This is an optimization exercise on Yosys and OpenROAD, whose aim is small area, a short achievable clock period and few clock cycles per item, not a production implementation. At most, simulation tests tie the RTL to the original design; equivalence was not proved. The clock port is modelled as an ideal driver, which makes a skipped or thinned clock tree look cheaper than it is; a real chip needs a root buffer or a tree. No activity file was given, so power comes from the tool's default toggle rates.

==> flow/design.v <==
`timescale 1ns / 1ps
module automaton(
    input               clk,
    input               rst,
    input [31:0]        rule,
    output reg [5:0]    row,
    output reg [5:0]    col,
    output reg          world_we,
    input               world_in,
    output reg          world_out,
    output reg          update_done);
localparam P = 9;                
localparam L = 2 * P + 1;        
reg [L-1:0]  sr;                 
reg [63:0]   tb;                 
reg [2:0] cb;
reg [5:0] cc;
reg [2:0] ci;
reg       cs;
reg col0, col62, col63, band0, band7;
reg ci0, ci6, ci7;   
reg smask;       
reg emask;       
reg rst_q;       
reg rd;          
reg nw;          
reg pend;        
reg wsel2;       
reg active;      
reg ud1;
wire n_band0  = col63 ? band7 : band0;
wire n_nbit   = cs ? (tb[1] & ~n_band0) : sr[P];
wire n_wbit   = (cs ? col63 : col0) ? 1'b0 : sr[2*P-1];
wire n_emask  = cs ? col62 : col63;
wire c_top    = ci0;
wire c_nbit   = c_top ? (tb[0] & ~band0) : sr[P+1];
wire c_wbit   = col0 ? 1'b0 : sr[2*P];
wire x_nbit   = rd ? n_nbit : c_nbit;
wire x_wbit   = rd ? n_wbit : c_wbit;
reg [7:0] rlk;       
wire e_bit    = sr[0] & ~emask;
wire s_bit    = sr[P-1] & ~smask;
wire flag     = active & ~cs & rlk[{sr[P], e_bit, s_bit}];
wire pend_n = rd ? flag : (wsel2 & pend);
wire nw_n   = pend_n & (~nw | rd);
wire c_last = band7 & col63 & cs;
wire [5:0] cc_p1  = {cc[5] ^ (&cc[4:0]), cc[4] ^ (&cc[3:0]), cc[3] ^ (&cc[2:0]),
                     cc[2] ^ (&cc[1:0]), cc[1] ^ cc[0], ~cc[0]};
wire [5:0] cc_p2  = {cc[5] ^ (&cc[4:1]), cc[4] ^ (&cc[3:1]), cc[3] ^ (&cc[2:1]),
                     cc[2] ^ cc[1], ~cc[1], cc[0]};
wire [2:0] cb_p1  = {cb[2] ^ (&cb[1:0]), cb[1] ^ cb[0], ~cb[0]};
wire [2:0] cb_p2  = {cb[2] ^ cb[1], ~cb[1], cb[0]};
wire [2:0] ci_p1  = {ci[2] ^ (&ci[1:0]), ci[1] ^ ci[0], ~ci[0]};
wire [2:0] ci_p2  = {ci[2] ^ ci[1], ~ci[1], ci[0]};
wire       rw     = cs | (ci7 & rd);
wire       r_srow = rd ? ci6 : ci7;
wire [2:0] r_idx  = rw ? {2'b00, cs & rd} : (rd ? ci_p2 : ci_p1);
wire [5:0] r_col  = rw ? cc_p2 : cc_p1;
wire       r_cy   = rw ? (col62 | col63) : col63;
wire [2:0] r_band = r_cy ? cb_p1 : cb;
wire [2:0] r_bnd1 = r_cy ? cb_p2 : cb_p1;
wire [5:0] r_row  = r_srow ? {r_bnd1, 3'd0} : {r_band, r_idx};
always @(posedge clk) begin
    rst_q <= rst;
    if (rd) begin
        sr <= {sr[L-2:0], world_in};
        if (cs)
            tb <= {sr[P+1], tb[63:1]};
        emask <= n_emask;
    end
    rlk <= rule[{x_nbit, x_wbit, 3'b000} +: 8] ^ 8'hf0;
    world_out <= ~sr[P+1];
    if (nw) begin
        row <= {cb, ci - 3'd1};
        col <= cc;
    end else begin
        row <= r_row;
        col <= r_col;
    end
    if (rst_q) begin
        cb <= 3'd7; cc <= 6'd62; ci <= 3'd7; cs <= 1'b0;
        col0 <= 1'b0; col62 <= 1'b1; col63 <= 1'b0;
        band0 <= 1'b0; band7 <= 1'b1;
        smask <= 1'b0;
        ci0 <= 1'b0; ci6 <= 1'b0; ci7 <= 1'b1;
        world_we <= 1'b0;
        rd <= 1'b1;
        nw <= 1'b0;
        pend <= 1'b0;
        wsel2 <= 1'b0;
        active <= 1'b0;
        ud1 <= 1'b0;
        update_done <= 1'b0;
    end else begin
        if (rd) begin
            if (cs) begin
                cs <= 1'b0;
                ci0 <= 1'b1;
                smask <= 1'b0;
                cc <= cc_p1;
                col0 <= col63;
                col63 <= col62;
                col62 <= (cc == 6'd61);
                if (col63) begin
                    cb <= cb_p1;
                    band0 <= band7;
                    band7 <= (cb == 3'd6);
                end
            end else begin
                ci <= ci_p1;
                ci0 <= 1'b0;
                ci6 <= (ci == 3'd5);
                ci7 <= ci6;
                smask <= ci6 & band7;
                if (ci7) cs <= 1'b1;
            end
            wsel2 <= 1'b1;
            if (c_last) active <= 1'b1;
        end else begin
            wsel2 <= 1'b0;
        end
        pend <= pend_n;
        nw <= nw_n;
        ud1 <= rd & c_last & active;
        update_done <= ud1;
        world_we <= nw;
        rd <= ~nw;
    end
end
endmodule
Settings: LEC_CHECK=0, ABC_CLOCK_PERIOD_IN_PS=1700, CAP_MARGIN=20, CORE_MARGIN=2, CORE_UTILIZATION=65, CTS_BUF_LIST=sky130_fd_sc_hd__clkbuf_4 sky130_fd_sc_hd__clkbuf_8, CTS_CLUSTER_DIAMETER=100, CTS_CLUSTER_SIZE=30, SETUP_SLACK_MARGIN=3.35, SLEW_MARGIN=20; clock period 5.0 ns.
standard.sh (not shown) runs the stock make flow with config.mk's settings and CLKGATE_MAP_FILE= SYNTH_SCRIPT=/design/flow/synth_recipe.tcl, a recipe that flattens the netlist after the stock synthesis.
==> flow/flow/run.sh <==
#!/bin/bash
# The standard layout (standard.sh) with these changes:
#  - ports are buffered with buf_2 instead of the slow delay buffer that
#    buffer_ports picks by default;
#  - the resizer may swap cells of different footprints;
#  - flow/cts_flat.tcl replaces ORFS's cts step with a two-level clock tree
#    built by hand: the clock port drives four inverters, which drive eight
#    leaf inverters that drive the registers (every register sees the same
#    two inversions).
# Each step's output goes to its own log here.
set -euo pipefail
here=$(pwd)
export BUFFER_PORTS_ARGS="-buffer_cell sky130_fd_sc_hd__buf_2"
export FLAT_CLK_N1=4 FLAT_CLK_BUF1=sky130_fd_sc_hd__clkinv_4
export FLAT_CLK_N2=8 FLAT_CLK_BUF2=sky130_fd_sc_hd__clkinv_8
sed 's/CLKGATE_MAP_FILE= /CLKGATE_MAP_FILE= MATCH_CELL_FOOTPRINT=0 /' standard.sh > standard_own.sh
grep -q MATCH_CELL_FOOTPRINT=0 standard_own.sh
bash standard_own.sh place > place.log 2>&1
bash standard_own.sh run RUN_SCRIPT="$here/flow/cts_flat.tcl" RUN_LOG_NAME_STEM=4_1_cts > cts.log 2>&1
bash standard_own.sh finish > finish.log 2>&1
Other scripts of this flow, unchanged in this note and not shown: flow/flow/cts_flat.tcl
==> next run, changes <==
--- a/flow/design.v
+++ b/flow/design.v
@@ -40,7 +40,8 @@
 reg [7:0] rlk;       
 wire e_bit    = sr[0] & ~emask;
 wire s_bit    = sr[P-1] & ~smask;
-wire flag     = active & ~cs & rlk[{sr[P], e_bit, s_bit}];
+wire new_bit  = rlk[{sr[P], e_bit, s_bit}];
+wire flag     = active & ~cs & (new_bit ^ sr[P]);
 wire pend_n = rd ? flag : (wsel2 & pend);
 wire nw_n   = pend_n & (~nw | rd);
 wire c_last = band7 & col63 & cs;
@@ -68,7 +69,7 @@
             tb <= {sr[P+1], tb[63:1]};
         emask <= n_emask;
     end
-    rlk <= rule[{x_nbit, x_wbit, 3'b000} +: 8] ^ 8'hf0;
+    rlk <= rule[{x_nbit, x_wbit, 3'b000} +: 8];
     world_out <= ~sr[P+1];
     if (nw) begin
         row <= {cb, ci - 3'd1};
The new run produced a clean layout. Routed wire length came out lower by about 0.3%. Register-to-register slack is better by 0.03 ns. Power hardly moves. Combinational power hardly moves. Global-route usage came out lower by 0.38 points. Clock skew came out higher by 0.017 ns.
Testbench counts after the change, summed over its fixed seeds: cycles 308,609, generations 48.
No functional check of the RTL was part of the first run of this note. No run of this note takes its clock network from TritonCTS; it comes from the design's own scripts or RTL.

-- re-timing with driven ports --
In the flow no input, the clock included, has a driving cell. The finished layouts below were timed again as built, in two steps. Step 1 (the two cells are an assumption about what drives the block):
set clk [get_ports {clk}]
set_driving_cell -lib_cell sky130_fd_sc_hd__clkbuf_16 $clk
set_driving_cell -lib_cell sky130_fd_sc_hd__buf_2 [delete_from_list [all_inputs] $clk]
Step 2 times the ports against the registers' clock, not the clock port: input delays grow and output delays shrink by t, the midpoint of the rising clock arrivals with the driver on. Slacks: no drivers / after step 1 / after step 2; pairs: no drivers / after step 1.
run | shift t [ns] | setup slack, ns | hold WS [ns] | worst setup path at the end
the first run | 0.259 | 3.379 / 3.290 / 3.303 | 0.412 / 0.412 / 0.412 | input to register
the second run | 0.266 | 3.379 / 3.286 / 3.307 | 0.411 / 0.412 / 0.412 | input to register
After both steps setup and hold are still met in every run listed. The setup slack of the first run, which loses most, moves by -0.089 ns with the drivers and by -0.076 ns with both steps.
